Context: an optimization exercise on an open-source flow, tuned for small area and a short achievable clock period. The choices shown serve that exercise and are no tape-out recipe.
No functional check of the RTL was part of any run shown here.
No activity file was given, so power comes from the tool's default toggle rates.

## flow/design.v (module list and top-level ports; edited modules follow where they fit)
// module APB_Square: 1504 lines
// module apb_fa: 4 lines
// module apb_ha: 4 lines
// module apb_sel: 3 lines
// module apb_benc: 4 lines
// module apb_xnor: 3 lines
// module apb_xor: 3 lines
module APB_Square
(
    input wire PWRITE,
    input wire PCLK,
    input wire PSEL,
    input wire [31:0] PADDR,
    input wire [31:0] PWDATA,
    output reg [31:0] PRDATA,
    input wire PENABLE,
    output reg PREADY,
    input PRESET
);
  // ...
==> flow/flow/run.sh <==
#!/bin/bash
# The standard layout (standard.sh), in two calls: synthesis, floorplan and placement
# with no setup margin, then clock tree, routing and finish with the repair aiming 5 ns
# below the clock period. buffer_ports uses the smallest buffer cell.
set -euo pipefail
export BUFFER_PORTS_ARGS="-buffer_cell sky130_fd_sc_hd__buf_1"
bash standard.sh synth floorplan place > standard_1.log 2>&1
export SETUP_SLACK_MARGIN=5
bash standard.sh > standard_2.log 2>&1
==> flow/standard.sh <==
#!/bin/bash
# synth_recipe.tcl (not shown) runs the flow's synth.tcl, then flattens the netlist and writes it again
# the make line also repeats each setting of config.mk as NAME=value (left out here)
make -C /OpenROAD-flow-scripts/flow DESIGN_CONFIG=/design/flow/config.mk WORK_HOME=/design/flow/orfs CLKGATE_MAP_FILE= SYNTH_SCRIPT=/design/flow/synth_recipe.tcl "${@:-finish}"
==> flow/config.mk <==
export PLATFORM = sky130hd
export DESIGN_NAME = APB_Square
export DESIGN_NICKNAME = APB_Square
export VERILOG_FILES = /design/flow/design.v
export SDC_FILE = /design/flow/constraint.sdc
export NUM_CORES = 4
export LEC_CHECK = 0
export CAP_MARGIN = 20
export CORE_MARGIN = 2
export CORE_UTILIZATION = 50
export SLEW_MARGIN = 20
export SYNTH_HIERARCHICAL = 1
==> flow/constraint.sdc <==
create_clock -name core_clock -period 8.5 [get_ports {PCLK}]
set_input_delay 1.7000 -clock core_clock [delete_from_list [all_inputs] [get_ports {PCLK}]]
set_output_delay 1.7000 -clock core_clock [all_outputs]
set_load 0.01 [all_outputs]
==> summary.md, run 1 <==
| Metric | Value |
|---|---|
| Register area | `3690 um2` |
| Power Sequential | `roughly 840 uW` |
| Largest net degree at the start of global routing | `just under 90` |
| Initial drt markers | `between 2000 and 2500` |
| Endpoints failing setup | `0` |
| Gp weighted congestion | `roughly 0.96` |
| Cell total after placement | `2326` |
| Worst Hold Depth | `1` |
| Setup CP Type | `reg -> reg` |
| Total global routing overflow | `0` |
| Routed WL per cell | `~25 um` |
| Critical Path AT | `around 3.8 ns` |
| Reg2Reg Depth | `8` |
| Hold_sp | `PREADY` |
| Crit-path max FO | `12` |
| Area after DPL | `18000 um2` |
| Status | `finished clean` |
| Starting Density | `between 50 and 60%` |
| Largest Register | `cs_r` |
| Non-clk buf share | `approximately 7.6%` |
| Compound-Gate Fraction of Synth Area | `approximately 20%` |
| Clock root buffer | `clkbuf_16` |
| Pint | `1320 uW` |
| Setup slack after layout | `around 5 ns` |
| Switching pwr | `between 400 and 500 uW` |
==> inputs of run 2 (changes only) <==
==> flow/flow/run.sh (replaced) <==
#!/bin/bash
# The standard layout (standard.sh), in two calls: synthesis, floorplan and placement
# with no setup margin, then clock tree, routing and finish with the repair aiming 4.75 ns
# below the clock period. buffer_ports uses the smallest buffer cell.
set -euo pipefail
export BUFFER_PORTS_ARGS="-buffer_cell sky130_fd_sc_hd__buf_1"
bash standard.sh synth floorplan place > standard_1.log 2>&1
export SETUP_SLACK_MARGIN=4.75
bash standard.sh > standard_2.log 2>&1
==> run 2 against run 1 <==
Effect of this change: register-to-register slack worse by 0.26 ns; global-route usage down 0.20 points; die area unchanged; sequential power increased by 0.5%; utilization shrank 2.4 points; critical endpoint unchanged; highest routed layer unchanged.
==> summary.md, run 2 <==
| Metric | Value |
|---|---|
| Status | `finished clean (unchanged)` |
| Most common cell in the netlist | `xnor2_1 (unchanged)` |
| CTS H-tree depth | `4 (unchanged)` |
| Highest routed layer | `met4 (unchanged)` |
| Crit start category | `register (unchanged)` |
| Mean Syn Cell Area | `9.55 um2 (unchanged)` |
| CTS tree | `built (unchanged)` |
| Initial antenna violation count | `0 (unchanged)` |
| Synth unique cells | `65 (unchanged)` |
| Mapped Cells | `1772 (unchanged)` |
| Most common flop cell mapped by yosys | `dfxtp_1 (unchanged)` |
| Vias in the first global route | `14684 (was 14872)` |
| Share of cells above drive strength 1 | `8.88% (was 12.9%)` |
| Clock root buffer | `clkbuf_16 (unchanged)` |
| Drt pass-1 iters | `8 (was 6)` |
| Number of synthesized flops with an enable pin | `0 (unchanged)` |
| DIE HEIGHT | `188 um (unchanged)` |
| Setup TNS | `0 ns (unchanged)` |
| Number of nets in the layout | `2238 (was 2283)` |
| Port bufs | `101 (unchanged)` |
| Clock transition at path regs | `0.08 ns (about the same)` |
| Routed WL per cell | `24.8 um (was 25.2 um)` |
| Hold_sp | `PREADY (unchanged)` |
| Final Hold Viols | `0 (unchanged)` |
| Hold_buf cts | `0 (unchanged)` |
| Met3 wire length | `5.28 mm (was 5.69 mm)` |
| Final slew viol count | `0 (unchanged)` |
| # diodes | `0 (unchanged)` |
| Area delta synth->final | `13.7% (was 18.4%)` |
| Most frequent cells in the layout | `xnor2_1, o22ai_1, fa_1, dfxtp_1, nand2_1 (was xnor2_1, o22ai_1, fa_1, nand2_1, dfxtp_1)` |
| Crit end category | `register (unchanged)` |
| #FFs+latches synth | `181 (unchanged)` |
| Slew headroom | `32.2% (was 37.2%)` |
| F_max | `267 MHz (was 287 MHz)` |
| DRC | `0 (unchanged)` |
| Final period util | `44.0% (was 41.0%)` |
| Leak | `0.00714 uW (was 0.00743 uW)` |
| M1 WL | `23.7 mm (was 24.3 mm)` |
| Fin crit period | `3.74 ns (was 3.48 ns)` |
| Mapped Area | `16900 um2 (unchanged)` |
| Share of the synthesized area in the top cell type | `23.3% (unchanged)` |
| Largest net degree at the start of global routing | `88 (unchanged)` |
| Dpl hpwl | `44.0 mm (unchanged)` |
| Clk Latency, worst-skew pair | `0.46 ns (about the same)` |
| Max FFs per register | `83 (unchanged)` |
| Cell taking the most area after synthesis | `fa_1 (unchanged)` |
| Slowest cell on crit path | `xnor2_1 (was fa_1)` |
| Initial drt markers | `1856 (was 2052)` |
| Worst R2R Start | `b[10] (was b[9])` |
| Gp weighted congestion | `0.965 (unchanged)` |
| First-pass GRT wire length | `89.3 mm (was 89.8 mm)` |
| Required time of the worst setup path | `8.83 ns (about the same)` |
| Total core area | `33400 um2 (unchanged)` |
| Seq/Total Area, Yosys | `21.4% (unchanged)` |
| Async SR Flop Fraction | `0% (unchanged)` |
| Hold Path Class | `reg -> reg (unchanged)` |
| Hold WS | `0.462 ns (was 0.460 ns)` |
| Die ar. | `35300 um2 (unchanged)` |
| Commonest non-fill, non-tap cell in the layout | `xnor2_1 (unchanged)` |
| Synth top area cells | `fa_1, dfxtp_1, xnor2_1 (unchanged)` |
| Via count | `15015 (was 15465)` |
| I/O pins | `102 (unchanged)` |
| Util after Layout | `57.5% (was 59.9%)` |
| Buf/Inv on CP | `0 (was 1)` |
| RSZ-0062 raised after global routing | `true (unchanged)` |
| Most common cell on crit path | `fa_1 (unchanged)` |
| Total wire length | `59.1 mm (was 61.2 mm)` |
| Crit-path max FO | `11 (was 12)` |
| DIE WIDTH | `188 um (unchanged)` |
| Crit path cell chain | `xnor2_1 > o22ai_1 > fa_1 > fa_1 > fa_1 > fa_1 (was a21boi_1 > buf_6 > xnor2_1 > o22ai_1 > fa_1 > fa_1 > fa_1 > fa_1)` |
| All-Layer GR Usage | `33.7% (was 33.8%)` |
| Met2 Wirelength | `26.9 mm (was 27.9 mm)` |
| Row Count | `67 (unchanged)` |
| Critical Path AT | `4.07 ns (was 3.81 ns)` |
| Post-route clock skew | `0.0185 ns (was 0.0167 ns)` |
| Largest Register | `cs_r (unchanged)` |
| Synth cell count leaders | `xnor2_1, o22ai_1, fa_1, dfxtp_1, nand2_1 (unchanged)` |
| Via-to-Cell Ratio | `6.29 (was 6.36)` |
| Crit path max-delay family | `adder cells (unchanged)` |
| Total global routing overflow | `0 (unchanged)` |
| Max-cap viol count | `0 (unchanged)` |
| Slowest stage delay, CP | `0.82 ns (was 0.58 ns)` |
| Starting Density | `50.6% (unchanged)` |
| VDD IR max | `143 uV (was 140 uV)` |
| Clock sink total | `181 (unchanged)` |
| Endpoints failing setup | `0 (unchanged)` |
| # fillers | `2977 (was 2879)` |
| Post-route ant nets | `0 (unchanged)` |
| CTS buffer count | `17 (unchanged)` |
| CTS Buffer Depth | `2 (unchanged)` |
| Setup CP Type | `reg -> reg (unchanged)` |
| PwrDens | `91.6 nW/um2 (was 87.9 nW/um2)` |
| Worst-margin pin slew | `1.02 ns (was 0.943 ns)` |
| Power, Total | `1760 uW (about the same)` |
| Yosys Warn Count | `7 (unchanged)` |
| Crit. Startpoint | `b[10] (was b[9])` |
[run 2: worst paths after layout]
kind	end	slack, ns	cells past startpoint
setup / recovery	cs_r[78]	4.76	6
hold / removal	PREADY	0.46	1
setup reg to reg	cs_r[78]	4.76	6
hold reg to reg	PREADY	0.46	1
[run 2: cell type report]
cell class	count	area, um2	area share, %
clock buffers	18	439	2.28
clock inverters	14	200	1.04
well taps	448	561	2.91
flip-flops and latches	181	3650	19.0
repair buffers	177	1050	5.44
multi-input cells	1536	13300	69.1
inverters	12	45.0	0.234
[run 2: Yosys stat by module, one instance, submodules excluded]
| module | area, um2 | cells inside | times used |
|---|---|---|---|
| APB_Square | 7730 | 881 | 1 |
| apb_benc | 25.0 | 4 | 24 |
| apb_fa | 20.0 | 1 | 196 |
| apb_ha | 12.5 | 1 | 17 |
| apb_xnor | 8.76 | 1 | 296 |
| apb_xor | 8.76 | 1 | 30 |
| apb_sel | 6.26 | 1 | 256 |
[run 2: report_power, final]
| group | leakage, uW | switching [uW] | internal (uW) |
|---|---|---|---|
| sequential | 0.00147 | 0.563 | 846 |
| combinational | 0.00536 | 29.3 | 13.6 |
| clock | 0.000314 | 410 | 463 |
| total | 0.00714 | 440 | 1320 |
[run 2: what timing repair did]
item,4_1_cts,5_1_grt
resized for setup,36,28
pin swaps,0,1
endpoints found under the hold margin,0,0
buffers inserted,18,10
setup endpoints to repair,92,100
[run 2: kinds of logic (layout without fill, tap and decap cells)]
group | after synthesis | count (layout) | synth area share, %
AOI/OAI and AO/OA | 550 | 550 | 20.3
buffers and inverters | 62 | 221 | 1.85
muxes | 26 | 26 | 1.55
xor gates and xnor gates | 343 | 343 | 17.7
and+or+nand+nor | 365 | 365 | 10.4
DFF | 181 | 181 | 21.4
other | 1 | 8 | 0.0222
adders and majority gates | 244 | 244 | 26.8
[run 2: routing by layer]
| layer | track usage, % | vias to the layer above |
|---|---|---|
| met5 | 0 | - |
| met4 | 16.5 | 0 |
| met3 | 6.79 | 152 |
| met2 | 52.6 | 863 |
| met1 | 44.6 | 7250 |
| li1 | - | 6750 |
[run 2: stage by stage]
stage | instances | worst slack, ns | instance area [um2]
2_1_floorplan | 1779 | 3.71 | 17000
3_3_place_gp | 2326 | 4.16 | 18000
3_5_place_dp | 2326 | 4.17 | 18000
4_1_cts | 2376 | 4.70 | 19000
5_1_grt | 2386 | 4.73 | 19200
6_report | 2386 | 4.76 | 19200

[what the ideal ports hide]
No port has a modelled driver above. Below, the same layouts with a new extraction and two added sets of constraints. Step 1 assumes that a clkbuf_16 drives the clock port and a buf_2 every other input. Step 2 adds t to the input delays and takes it off the output delays; t is the mean of the earliest and latest rising clock arrival at the registers after step 1. Input paths then give back, and output paths get back, about the clock's delay inside the block. Slacks: ideal / step 1 / step 2; pairs: ideal / step 1.
run	t (ns)	slack for setup (ns)	slew at the worst register clock pin (ns)
run 1	0.506	5.017 / 5.017 / 4.601	0.08 / 0.08
run 2	0.511	4.756 / 4.756 / 4.468	0.08 / 0.08
After both steps setup and hold are still met in every run listed. For run 1, which loses most, drivers alone change the setup slack by 0.000 ns; drivers and shift together by -0.416 ns.
